This design comes from an exercise in tuning for small area and a short achievable clock period on the open sky130 flow, not from production work.
Function was checked by simulation only, so behaviour that the tests miss may differ from the original.
Power is estimated from default activity; no workload was simulated.

Setup of run A:
// CannyEdge
module CannyEdge(dAddrRegRow, dAddrRegCol, bWE, bCE, InData, OutData,
	OPMode, bOPEnable, dReadReg, dWriteReg, clk, rst_b);
clock: 10.0 ns
lec_check: 0
cap_margin: 20
core_margin: 2
core_utilization: 55
cts_buf_list: sky130_fd_sc_hd__clkbuf_8
cts_cluster_diameter: 60
cts_cluster_size: 12
place_density: 0.7
slew_margin: 20
standard.sh (not shown) runs the stock make flow with config.mk's settings and CLKGATE_MAP_FILE= SYNTH_SCRIPT=/design/flow/synth_recipe.tcl, a recipe that flattens the netlist after the stock synthesis.
==> flow/flow/run.sh <==
#!/bin/bash
# Standard layout with two changes:
#  - after the standard synthesis, flow/polarity.py removes inverters between
#    full adders (a full adder is self-dual, so an adder can be implemented in
#    its inverted form); registers and all other cells are untouched;
#  - timing repair aims at a setup slack margin of MARGIN ns, and the port
#    buffers are plain buffers instead of the delay cell buffer_ports picks.
set -euo pipefail
MARGIN=6.7
R=orfs/results/sky130hd/CannyEdge/base
bash standard.sh synth > log_synth.txt 2>&1
cp $R/1_2_yosys.v $R/1_2_yosys_std.v
python3 flow/polarity.py $R/1_2_yosys_std.v $R/1_2_yosys.v > log_polarity.txt 2>&1
rm -f $R/1_synth.odb $R/1_synth.sdc
bash standard.sh SETUP_SLACK_MARGIN=$MARGIN "BUFFER_PORTS_ARGS=-buffer_cell sky130_fd_sc_hd__buf_2" finish > log_finish.txt 2>&1
Other scripts of this flow, unchanged in this note and not shown: flow/flow/polarity.py
Inputs modified between run A and run B:
-- flow/flow/run.sh --
<<< run A, line 9
MARGIN=6.7
>>> run B, line 9
MARGIN=6.5
Notes after the runs:
Diff run A -> run B: final routed wire length divided by cell count lost 5.3%, wire length of the first global-routing pass lost about 5%. Power: run B draws more than run A. Between run A and run B, the flow reports clock network power increasing by a few percent. Compared with run A, in run B full die area comparable, area overhead of the layout relative to synthesis now smaller, via count now smaller, setup slack now smaller, power density over the cells now larger.
The inputs of run C differ from those of run B as listed below.
Settings: changing PLACE_DENSITY from 0.7 to 0.65; changing CTS_CLUSTER_DIAMETER from 60 to 80; changing CORE_UTILIZATION from 55 to 50; changing CTS_CLUSTER_SIZE from 12 to 16.
==> comparison <==
- In summary, run C completed successfully, with a layout that passed the timing, design-rule and antenna checks.
- From run B to run C the numbers moved as follows: stage delay of the slowest cell on the critical path decreased 0.07 ns; final worst setup slack fell by 0.014 ns; cell-internal power now smaller.
- x[1][5]$_SDFFCE_PN0P_ as the startpoint of the most critical setup path was reported by run C, and x[11][6]$_SDFFCE_PN0P_ by run B.
- Delta (run C minus run B): power consumption saw a decrease, global-route wire length before repair saw an increase, final standard cell area without fillers saw little to no change, number of nets in the final layout saw an increase.

========
## lane 1
Starting RTL as in the previous note.
export LEC_CHECK = 0
export ABC_AREA = 1
export CAP_MARGIN = 20
export CORE_MARGIN = 2
export CORE_UTILIZATION = 55
export CTS_BUF_LIST = sky130_fd_sc_hd__clkbuf_8
export CTS_CLUSTER_DIAMETER = 80
export CTS_CLUSTER_SIZE = 16
export PLACE_DENSITY = 0.7
export SLEW_MARGIN = 20
create_clock -name core_clock -period 10.0 [get_ports {clk}]
==> flow/flow/run.sh <==
#!/bin/bash
# Standard layout with two changes:
#  - after the standard synthesis, flow/polarity.py removes inverters between
#    full adders (a full adder is self-dual, so an adder can be implemented in
#    its inverted form); registers and all other cells are untouched;
#  - timing repair aims at a setup slack margin of MARGIN ns, and the port
#    buffers are plain buffers instead of the delay cell buffer_ports picks.
set -euo pipefail
MARGIN=6.8
R=orfs/results/sky130hd/CannyEdge/base
bash standard.sh synth > log_synth.txt 2>&1
cp $R/1_2_yosys.v $R/1_2_yosys_std.v
python3 flow/polarity.py $R/1_2_yosys_std.v $R/1_2_yosys.v > log_polarity.txt 2>&1
rm -f $R/1_synth.odb $R/1_synth.sdc
bash standard.sh SETUP_SLACK_MARGIN=$MARGIN "BUFFER_PORTS_ARGS=-buffer_cell sky130_fd_sc_hd__buf_2" finish > log_finish.txt 2>&1
Other scripts of this flow, unchanged in this note and not shown: flow/flow/polarity.py
Input-level comparison between lane 2 and lane 1:
- removing ABC_AREA (formerly 1)
- changing CTS_CLUSTER_DIAMETER from 80 to 70
- changing CTS_CLUSTER_SIZE from 16 to 14
diff --git a/flow/flow/run.sh b/flow/flow/run.sh
--- a/flow/flow/run.sh
+++ b/flow/flow/run.sh
@@ -7,5 +7,5 @@
 #    buffers are plain buffers instead of the delay cell buffer_ports picks.
 set -euo pipefail
-MARGIN=6.8
+MARGIN=6.35
 R=orfs/results/sky130hd/CannyEdge/base
 bash standard.sh synth > log_synth.txt 2>&1
--- outcome ---
Compared to lane 1, lane 2 has share of the final layout cell area in multi-input gates 2.2 points higher.
Sequential power: lane 2 vs lane 1, no meaningful difference
Lane 2 vs lane 1, met2 wire length went down by about 18%.
Number of standard cells in the final layout excluding fillers: lane 2 lower than lane 1
Lane 2: sequential share of layout area higher than lane 1
Re number of instances resized during post-cts repair: lane 1 was higher than lane 2.
Die area: lane 2 < lane 1
On lane 2: initial antenna violation count is 4 higher than what lane 1 gave.
Looking at maximum frequency, lane 2 sits about 5% lower than lane 1 does.
### lane 2 -> lane 3
- CTS_CLUSTER_DIAMETER changed from 70 to 60
- CTS_CLUSTER_SIZE changed from 14 to 12
diff --git a/flow/flow/run.sh b/flow/flow/run.sh
--- a/flow/flow/run.sh
+++ b/flow/flow/run.sh
@@ -7,5 +7,5 @@
 #    buffers are plain buffers instead of the delay cell buffer_ports picks.
 set -euo pipefail
-MARGIN=6.35
+MARGIN=7
 R=orfs/results/sky130hd/CannyEdge/base
 bash standard.sh synth > log_synth.txt 2>&1
[summary]
Compared lane 3 against lane 2; area enclosed by the die boundary within noise.
Comparing lane 2 against lane 3, there is no change at all in height of the die.
| required time of the critical path | higher: lane 2 |
Summary of lane 3 over lane 2: maximum count of clock buffers along a single path closely matched the old numbers, wire length increased by about 17% relative to the old numbers, sequential share of layout area decreased by 5.7 points relative to the old numbers, mapped cell area closely matched the old numbers, non-clock buffer count increased by 270% relative to the old numbers.
Comparing total power for lane 2 and lane 3, the bigger number came from lane 3.
From lane 2 to lane 3 the numbers moved as follows: multi-input combinational cell count roughly the same, via count higher.
The inputs of lane 4 differ from those of lane 3 as listed below.
- a change of CTS_CLUSTER_SIZE from 12 to 16
- a change of SLEW_MARGIN from 20 to 5
- a change of CAP_MARGIN from 20 to 5
- a change of CTS_CLUSTER_DIAMETER from 60 to 80
diff --git a/flow/flow/run.sh b/flow/flow/run.sh
--- a/flow/flow/run.sh
+++ b/flow/flow/run.sh
@@ -7,5 +7,5 @@
 #    buffers are plain buffers instead of the delay cell buffer_ports picks.
 set -euo pipefail
-MARGIN=7
+MARGIN=6.5
 R=orfs/results/sky130hd/CannyEdge/base
 bash standard.sh synth > log_synth.txt 2>&1
--- outcome ---
Having completed the whole flow, lane 4 delivered a layout that passed the timing, design-rule and antenna checks. Number of placed cells counting well taps of lane 4 is on par with lane 3. Critical path buffer and inverter count ends up lower on lane 4. Lane 3 → lane 4: first-pass GRT wire length fell by 15000 um, total number of cells along the worst setup path fell by 3, area of the placeable core neither gained nor lost much, wire length decreased by about 16% relative to the old numbers. Cell area: lane 4 vs lane 3 down about 16%. | via count of the first global-routing pass | lower: lane 4 |. Final worst-path setup slack delta for lane 4 relative to lane 3: 0.12 ns lower.

port drivers added, routing unchanged:
The results above use ideal ports. As a check the final layouts listed here were re-extracted and re-timed, cells and wires unchanged.
Step 1 sets driving cells, clkbuf_16 on the clock port and buf_2 on the other inputs (assumed; they add their load-dependent delay and slew).
Step 2, shift: input delay + t, output delay - t, t = (earliest + latest rising clock arrival at the registers) / 2. This alone moves slack from input paths to output paths.
Three values: ideal, step 1, step 2; two values: the first two.
run | t, ns | setup slack, ns | worst hold slack (ns) | clock arrival spread, ns
run A | 0.680 | 6.612 / 6.612 / 6.002 | 0.424 / 0.424 / 0.424 | 0.031 / 0.031
run B | 0.667 | 6.547 / 6.547 / 5.935 | 0.486 / 0.486 / 0.486 | 0.063 / 0.062
run C | 0.694 | 6.533 / 6.533 / 5.877 | 0.444 / 0.444 / 0.444 | 0.031 / 0.030
lane 1 | 0.710 | 6.551 / 6.551 / 6.114 | 0.414 / 0.414 / 0.414 | 0.055 / 0.054
lane 2 | 0.659 | 6.365 / 6.403 / 5.744 | 0.495 / 0.495 / 0.495 | 0.057 / 0.057
lane 3 | 0.682 | 6.664 / 6.664 / 6.133 | 0.409 / 0.409 / 0.409 | 0.026 / 0.026
lane 4 | 0.694 | 6.541 / 6.561 / 5.882 | 0.489 / 0.489 / 0.489 | 0.037 / 0.037
After both steps setup and hold are still met in every run listed. For lane 4, which loses most, drivers alone change the setup slack by +0.020 ns; drivers and shift together by -0.659 ns.
